Background: an optimization exercise with open tools, aiming at small area. Do not read the settings as production practice.
In this exercise RTL edits were held to simulation tests only and were not proved equivalent to the original.

==> flow/design.v, too long to show whole: its modules and the start of the top module <==
// module FIR2: 1159 lines
// module FIR2_fa: 6 lines
// module FIR2_ha: 6 lines
module FIR2 (X, clk, Y, reset);
  // ...
==> flow/flow/run.sh <==
#!/bin/bash
# Standard ORFS flow (the standard.sh), with the port buffers that
# buffer_ports inserts on every input and output made the smallest buffer.
set -o pipefail
export BUFFER_PORTS_ARGS="-buffer_cell sky130_fd_sc_hd__buf_1"
bash standard.sh > standard_flow.log 2>&1
==> flow/standard.sh <==
#!/bin/bash
# synth_recipe.tcl (not shown) runs the flow's synth.tcl, then flattens the netlist and writes it again
# the make line also repeats each setting of config.mk as NAME=value (left out here)
make -C /OpenROAD-flow-scripts/flow DESIGN_CONFIG=/design/flow/config.mk WORK_HOME=/design/flow/orfs CLKGATE_MAP_FILE= SYNTH_SCRIPT=/design/flow/synth_recipe.tcl "${@:-finish}"
==> flow/config.mk <==
export PLATFORM = sky130hd
export DESIGN_NAME = FIR2
export DESIGN_NICKNAME = FIR2
export VERILOG_FILES = /design/flow/design.v
export SDC_FILE = /design/flow/constraint.sdc
export NUM_CORES = 4
export LEC_CHECK = 0
export CAP_MARGIN = 20
export CORE_MARGIN = 2
export CORE_UTILIZATION = 40
export CTS_BUF_LIST = sky130_fd_sc_hd__clkbuf_16
export CTS_CLUSTER_DIAMETER = 80
export CTS_CLUSTER_SIZE = 24
export GPL_TIMING_DRIVEN = 0
export SLEW_MARGIN = 20
export SYNTH_HIERARCHICAL = 1
==> flow/constraint.sdc <==
create_clock -name core_clock -period 15.0 [get_ports {clk}]
set_input_delay 3.0000 -clock core_clock [delete_from_list [all_inputs] [get_ports {clk}]]
set_output_delay 3.0000 -clock core_clock [all_outputs]
set_load 0.01 [all_outputs]
==> flow_metrics.env, run 1 <==
export IMPL_crit_path_frequent_cell="fa_1"
export IMPL_synthXorXnorAreaFrac_pct=0.327
export IMPL_grt_use_met2_pct=33.8
export IMPL_grt_max_degree=26
export IMPL_top_layer_used="met4"
export IMPL_wl_met2_um=39700
export IMPL_setup_worst_path_end="Y[13]$_DFF_PP0_"
export IMPL_port_buffers=27
export IMPL_dp_cells=3242
export IMPL_die_x_um=288
export IMPL_gr_usage_met1_pct=30.2
export IMPL_status="timing/DRC/antenna clean"
export IMPL_finalSetupViolations=0
export IMPL_reg2reg_from="cnt[5]$_DFFE_PP0P_"
export IMPL_whs_ns=0.314
export IMPL_clockBufferCount=40
export IMPL_n_all_buffers=63
export IMPL_sequential_cell_total=716
export IMPL_ant_nets=0
export IMPL_fp_dieH_um=288
export IMPL_nonClockInverterCount=171
export IMPL_final_common_cell="dfxtp_1"
export IMPL_holdCritPathClass="reg -> reg"
export IMPL_hp_start="d5[0]$_DFF_P_"
export IMPL_cts_tree="done"
export IMPL_synth_edff_count=0
export IMPL_synth_area_um2=32200
export IMPL_routedWlPerCell_um=25.8
export IMPL_rows=103
export IMPL_fin_cells=3296
export IMPL_hold_depth=0
export IMPL_synth_area_leaders="fa_1 43%, dfxtp_1 43%, nand2_1 4.3%"
==> run 2, diff against run 1 <==
--- a/flow/config.mk
+++ b/flow/config.mk
@@ -9,7 +9,7 @@
 export CORE_MARGIN = 2
 export CORE_UTILIZATION = 40
-export CTS_BUF_LIST = sky130_fd_sc_hd__clkbuf_16
-export CTS_CLUSTER_DIAMETER = 80
-export CTS_CLUSTER_SIZE = 24
+export CTS_BUF_LIST = sky130_fd_sc_hd__clkbuf_8
+export CTS_CLUSTER_DIAMETER = 60
+export CTS_CLUSTER_SIZE = 16
 export GPL_TIMING_DRIVEN = 0
 export SLEW_MARGIN = 20
==> run 2 against run 1 <==
Still clean; sequential share of layout area is 0.21 points higher; hold slack worse by 0.0027 ns; count of clock-buffer cells in the layout is 19 higher; wire length is 0.17% lower; non-clock buffer count stayed put; via count hardly changed; critical endpoint unchanged; highest routed layer unchanged.
==> flow_metrics.env, run 2 <==
export IMPL_status="timing/DRC/antenna clean"
export IMPL_critPathSlowestCell="fa_1"
export IMPL_cp_end_kind="register"
export IMPL_yosysUniqueCellTypes=41
export IMPL_crit_path_frequent_cell="fa_1"
export IMPL_min_period_over_period_pct=97.1
export IMPL_ant_nets=0
export IMPL_fin_skew_ns=0.0261
export IMPL_max_stage_delay_ns=0.54
export IMPL_cts_setup_buffers=0
export IMPL_first_global_vias=18000
export IMPL_synth_common_cells="698 x fa_1, 696 x dfxtp_1, 366 x nand2_1"
export IMPL_numCtsBuffers=57
export IMPL_crit_fanout=10
export IMPL_min_period_ns=14.56
export IMPL_drt_wl_total_um=84800
export IMPL_synth_seq_cells=716
export IMPL_firstDrtPassIters=5
export IMPL_synth_nets=2953
export IMPL_finalSetupViolations=0
export IMPL_yosysTopAreaCell="fa_1"
export IMPL_die_x_um=288
export IMPL_layout_drive_gt1_share_pct=4.45
export IMPL_cts_root_buf="clkbuf_8"
export IMPL_fp_dieArea_um2=82700
export IMPL_num_vias=15600
export IMPL_crit_type="reg -> reg"
export IMPL_antenna_found_initial=2
export IMPL_port_buffers=27
export IMPL_cp_start_kind="register"
export IMPL_r2r_end="Y[13]$_DFF_PP0_"
export IMPL_final_core_util_pct=43.7
export IMPL_final_net_count=3040
export IMPL_pin_count=28
export IMPL_relSlewSlack_pct=31.2
export IMPL_largest_register_ffs=14
export IMPL_clock_sinks=716
export IMPL_top_register="Y"
export IMPL_final_cell_mix="697 x fa_1, 696 x dfxtp_1, 366 x nand2_1"
export IMPL_worstMarginPinSlew_ns=1.02
export IMPL_clk_pin_slew_ns=0.10
export IMPL_yosysWarnings=7
export IMPL_fp_dieH_um=288
export IMPL_maxCapViolCount=0
export IMPL_rsz0062_at_grt="true"
export IMPL_drc=0
export IMPL_setup_worst_path_end="Y[13]$_DFF_PP0_"
export IMPL_maxSlewViolCount=0
export IMPL_start_util_pct=40.6
export IMPL_synth_area_leaders="fa_1 43%, dfxtp_1 43%, nand2_1 4.3%"
export IMPL_avgSynthCellArea_um2=14.9
export IMPL_drt_iter0_drc=1074
export IMPL_required_ns=15.60
export IMPL_area_delta_synth_final_pct=7.64
export IMPL_grt_max_degree=21
export IMPL_grt_usage_pct=21.2
export IMPL_core_um2=79300
export IMPL_routedWlPerCell_um=25.5
export IMPL_synth_ff_type="dfxtp_1"
export IMPL_cts_max_path_buffers=3
export IMPL_finalHoldViolations=0
export IMPL_grt_overflow=0
export IMPL_syn_inst=2165
export IMPL_rows=103
export IMPL_reg2reg_from="cnt[3]$_DFFE_PP0P_"
export IMPL_place_gp_congestion=0.973
export IMPL_detailed_place_hpwl_um=75300
export IMPL_r2r_cells=38
export IMPL_arrival_ns=15.16
export IMPL_yosysSeqAreaShare_pct=44.9
export IMPL_cts_htree_levels=2
export IMPL_hp_start="d21[9]$_DFF_P_"
export IMPL_yosysMostFrequentCell="fa_1"
export IMPL_r2r_slack_ns=0.44
export IMPL_holdCritPathClass="reg -> reg"
export IMPL_synth_edff_count=0
export IMPL_cp_startpoint="cnt[3]$_DFFE_PP0P_"
export IMPL_grt_pass1_wl_um=122000
export IMPL_cts_tree="done"
export IMPL_async_flop_share_pct=2.79
export IMPL_final_common_cell="fa_1"
export IMPL_clk_latency_ns=0.69
export IMPL_viasPerCell=4.71
export IMPL_synth_top_area_share_pct=43.4
export IMPL_synth_area_um2=32200
export IMPL_max_clock_freq_ghz=0.0687
## run 2: stage by stage
| step | setup WS (ns) | TNS [ns] | cell area (um^2) | hold slack, ns | instances |
|---|---|---|---|---|---|
| CTS | 0.0286 | 0 | 34600 | 0.304 | 3317 |
| global placement | -0.0573 | -0.205 | 33600 | 0.311 | 3242 |
| detailed placement | -0.0955 | -0.373 | 33600 | 0.312 | 3242 |
| finish | 0.437 | 0 | 34600 | 0.311 | 3319 |
| floorplan | 0.840 | 0 | 32200 | 0.310 | 2165 |
| global route | -0.0125 | -0.0125 | 34600 | 0.313 | 3319 |
## run 2: cell families after synthesis
| family | count (synthesis) | share of synthesized area [%] |
|---|---|---|
| compound gates | 37 | 0.762 |
| xor+xnor | 12 | 0.327 |
| fa+ha+maj | 775 | 46.4 |
| buf+inv | 206 | 2.42 |
| flops | 716 | 44.9 |
| mux | 2 | 0.0661 |
| simple gates | 417 | 5.10 |
## run 2: how the worst min path moves through the flow
stage | slack, ns | cells after the start | to
after floorplan | 0.31 | 0 | d10[0]$_DFF_P_
after global placement | 0.31 | 0 | d28[10]$_DFF_P_
after detailed placement | 0.31 | 0 | d10[0]$_DFF_P_
after CTS | 0.30 | 0 | d10[10]$_DFF_P_
after global routing | 0.31 | 0 | d38[9]$_DFF_P_
final | 0.31 | 0 | d22[9]$_DFF_P_
## run 2: cell type report
type | instances | area [um^2]
well taps | 1050 | 1310
plain buffers | 35 | 150
fillers | 7133 | 44600
inverters | 171 | 642
clock inverters | 16 | 183
multi-input cells | 1243 | 17000
repair buffers | 28 | 116
diodes | 1 | 2.50
flip-flops and latches | 716 | 14400
clock buffers | 59 | 812
## run 2: modules after synthesis (local to each module, per instance)
module	copies in the design	flip-flops and latches	cells inside	area (um^2)
FIR2_fa	696	0	1	20.0
FIR2_ha	54	0	1	12.5
FIR2	1	716	1415	17600
## run 2: worst max-delay path: cells and delay by family (launching register included)
family | cells | cell delay, ns
adders and majority gates | 29 | 12.31
and+or+nand+nor | 4 | 0.96
buffers and inverters | 4 | 0.60
DFF | 1 | 0.44
xor gates and xnor gates | 1 | 0.15
## run 2: routing by layer
layer  global-route usage [%]  share of wire (%)  wire length (um)  vias up
met5                        0                  0                 0        -
met4                     5.51                2.5              2130        0
met3                     3.72                5.5              4630      104
met2                     33.7                 47             39600      372
met1                     30.3                 45             38500     8494
li1                         -                  -                 -     6672
## run 2: what timing repair did
action / 4_1_cts / 5_1_grt
hold buffers: 0 / 0
hold endpoints to repair: 0 / 0
gates resized for setup: 0 / 25
endpoints found under the setup margin: 0 / 7
==> run 3, diff against run 2 <==
--- a/flow/config.mk
+++ b/flow/config.mk
@@ -8,8 +8,8 @@
 export CAP_MARGIN = 20
 export CORE_MARGIN = 2
-export CORE_UTILIZATION = 40
+export CORE_UTILIZATION = 45
 export CTS_BUF_LIST = sky130_fd_sc_hd__clkbuf_8
 export CTS_CLUSTER_DIAMETER = 60
-export CTS_CLUSTER_SIZE = 16
+export CTS_CLUSTER_SIZE = 18
 export GPL_TIMING_DRIVEN = 0
 export SLEW_MARGIN = 20
==> run 3 against run 2 <==
Die area is 11% lower; hold slack improved by 0.0057 ns; non-clock buffer count decreased by 1; first-iteration DRC count rose by 2.4%; sequential share of layout area is 0.22 points higher; critical path type unchanged; critical endpoint unchanged; largest cell class unchanged.
==> flow_metrics.env, run 3 <==
export IMPL_status="timing/DRC/antenna clean"
export IMPL_final_cell_mix="696 x dfxtp_1, 692 x fa_1, 366 x nand2_1"
export IMPL_relSlewSlack_pct=30.4
export IMPL_area_delta_synth_final_pct=7.08
export IMPL_cts_max_path_buffers=3
export IMPL_yosysMostFrequentCell="fa_1"
export IMPL_pin_count=28
export IMPL_die_x_um=271
export IMPL_fin_setup_tns_ns=0
export IMPL_clk_latency_ns=0.68
export IMPL_crit_type="reg -> reg"
export IMPL_ant_nets=0
export IMPL_yosysTopAreaCell="fa_1"
export IMPL_cts_root_buf="clkbuf_8"
export IMPL_synth_nets=2953
export IMPL_num_vias=15600
export IMPL_fp_dieH_um=271
export IMPL_cp_startpoint="cnt[1]$_DFFE_PP0P_"
export IMPL_synthMuxAreaShare_pct=0.0661
export IMPL_cts_tree="done"
export IMPL_core_um2=71100
export IMPL_synth_compound_area_share_pct=0.762
export IMPL_finalSetupViolations=0
export IMPL_final_net_count=3034
export IMPL_hp_start="d19[8]$_DFF_P_"
export IMPL_synth_common_cells="698 x fa_1, 696 x dfxtp_1, 366 x nand2_1"
export IMPL_min_period_ns=14.56
export IMPL_detailed_place_hpwl_um=74300
export IMPL_first_global_vias=17800
export IMPL_yosysUniqueCellTypes=41
export IMPL_cts_hold_buf=0
export IMPL_drt_wl_total_um=83600
export IMPL_finalHoldViolations=0
export IMPL_arrival_ns=15.16
export IMPL_yosysSeqAreaShare_pct=44.9
export IMPL_drt_iter0_drc=1100
export IMPL_grt_pass1_wl_um=120000
export IMPL_worstMarginPinSlew_ns=1.04
export IMPL_synth_area_leaders="fa_1 43%, dfxtp_1 43%, nand2_1 4.3%"
export IMPL_clock_sinks=716
export IMPL_crit_fanout=10
export IMPL_cp_start_kind="register"
export IMPL_rsz0062_at_grt="false"
export IMPL_synth_seq_cells=716
export IMPL_grt_usage_pct=23.5
export IMPL_min_period_over_period_pct=97.1
export IMPL_rows=98
export IMPL_cts_htree_levels=2
export IMPL_reg2reg_from="cnt[1]$_DFFE_PP0P_"
export IMPL_synth_area_um2=32200
export IMPL_port_buffers=27
export IMPL_firstDrtPassIters=7
export IMPL_synth_adder_area_share_pct=46.4
export IMPL_async_flop_share_pct=2.79
export IMPL_antenna_found_initial=2
export IMPL_max_stage_delay_ns=0.68
export IMPL_crit_path_frequent_cell="fa_1"
export IMPL_drc=0
export IMPL_layout_drive_gt1_share_pct=4.20
export IMPL_max_clock_freq_ghz=0.0687
export IMPL_fin_skew_ns=0.0203
export IMPL_synth_ff_type="dfxtp_1"
export IMPL_synthXorXnorAreaFrac_pct=0.327
export IMPL_fin_cells=3215
export IMPL_clk_pin_slew_ns=0.10
export IMPL_maxSlewViolCount=0
export IMPL_grt_overflow=0
export IMPL_synth_edff_count=0
export IMPL_dp_cells=3142
export IMPL_yosysWarnings=7
export IMPL_critPathSlowestCell="fa_1"
export IMPL_cts_setup_buffers=0
export IMPL_avgSynthCellArea_um2=14.9
export IMPL_synth_top_family_by_area="adder cells"
export IMPL_viasPerCell=4.84
export IMPL_synth_top_area_share_pct=43.4
export IMPL_holdCritPathClass="reg -> reg"
export IMPL_final_common_cell="dfxtp_1"
export IMPL_routedWlPerCell_um=26.0
export IMPL_largest_register_ffs=14
export IMPL_nFillCells=6172
export IMPL_required_ns=15.60
export IMPL_synth_simple_area_share_pct=5.10
export IMPL_numCtsBuffers=52
export IMPL_start_util_pct=45.2
export IMPL_place_gp_congestion=0.957
export IMPL_maxCapViolCount=0
export IMPL_top_register="Y"
export IMPL_syn_inst=2165
export IMPL_fp_dieArea_um2=73600
export IMPL_grt_max_degree=21
export IMPL_cp_end_kind="register"
## run 3: cell counts after synthesis
No cell type changed its count.
## run 3: timing repair
item,in CTS,in global routing
gates resized for setup,1,23
pin swaps,0,1
endpoints found under the setup margin,1,7
cloned,0,0
endpoints found under the hold margin,0,0
## run 3: worst paths after layout
check                                endpoint  slack (ns)  depth (start not counted)
hold / removal                 d20[8]$_DFF_P_        0.32                          0
hold reg to reg                d20[8]$_DFF_P_        0.32                          0
max in group asynchronous  cnt[0]$_DFFE_PP0P_       12.16                          2
setup reg to reg              Y[13]$_DFF_PP0_        0.44                         35
setup / recovery              Y[13]$_DFF_PP0_        0.44                         35
min in group asynchronous      Y[4]$_DFF_PP0_        2.39                          2
## run 3: metrics by stage
stage	hold WS, ns	utilization (%)	area, um^2	setup slack (ns)
6_report	0.317	48.4	34400	0.442
5_1_grt	0.318	48.4	34400	0.00384
4_1_cts	0.319	48.4	34400	0.0672
3_5_place_dp	0.312	47.0	33500	-0.169
3_3_place_gp	0.310	47.0	33500	-0.0972
2_1_floorplan	0.310	-	32200	0.840
## run 3: logic make-up after synthesis
family	count (synthesis)
xor+xnor	12
simple gates	417
fa+ha+maj	775
buf+inv	206
flops	716
compound gates	37
mux	2
## run 3: area by class of cell
| cell class | instances | area (um^2) | area share (%) |
|---|---|---|---|
| plain buffers | 35 | 149 | 0.432 |
| inverters | 171 | 642 | 1.86 |
| clock inverters | 18 | 219 | 0.636 |
| flip-flops and latches | 716 | 14400 | 41.9 |
| repair buffers | 27 | 101 | 0.294 |
| well taps | 950 | 1190 | 3.45 |
| multi-input cells | 1243 | 17000 | 49.3 |
| clock buffers | 53 | 729 | 2.12 |
| diodes | 2 | 5.00 | 0.0145 |
## run 3: routing by layer
layer	track usage [%]	up-vias	wire [um]
met1	34.7	8425	38700
met5	0	-	0
li1	-	6661	-
met2	37.6	381	39400
met3	2.64	102	3520
met4	5.42	0	2070
## run 3: per-module statistics from Yosys (local to each module, per instance)
| module | copies in the design | cell area [um^2] | cells inside |
|---|---|---|---|
| FIR2_fa | 696 | 20.0 | 1 |
| FIR2 | 1 | 17600 | 1415 |
| FIR2_ha | 54 | 12.5 | 1 |
## run 3: critical path: cells and delay by family (launching register included)
family                     cells  cell delay (ns)
AOI/OAI and AO/OA              1             0.31
xor gates and xnor gates       1             0.15
adders and majority gates     29            12.63
buffers and inverters          2             0.44
DFF                            1             0.54
and+or+nand+nor                2             0.37

[static timing again, ports no longer ideal]
No port has a modelled driver above. Below, the same layouts with a new extraction and two added sets of constraints.
Step 1 assumes that a clkbuf_16 drives the clock port and a buf_2 every other input.
Step 2 also shifts input and output timing later by t, the mid clock arrival at the registers, as if the neighbouring blocks saw the same clock.
Three values: ideal, step 1, step 2; two values: the first two.
| run | t (ns) | setup WS [ns] | worst setup path at the end |
|---|---|---|---|
| run 1 | 0.652 | 0.462 / 0.462 / -0.011 | input to register |
| run 2 | 0.738 | 0.437 / 0.437 / -0.050 | input to register |
| run 3 | 0.732 | 0.442 / 0.442 / -0.110 | input to register |
With both steps, setup timing fails in every run listed, where it was met with ideal ports. The setup slack of run 3, which loses most, moves by 0.000 ns with the drivers and by -0.552 ns with both steps.
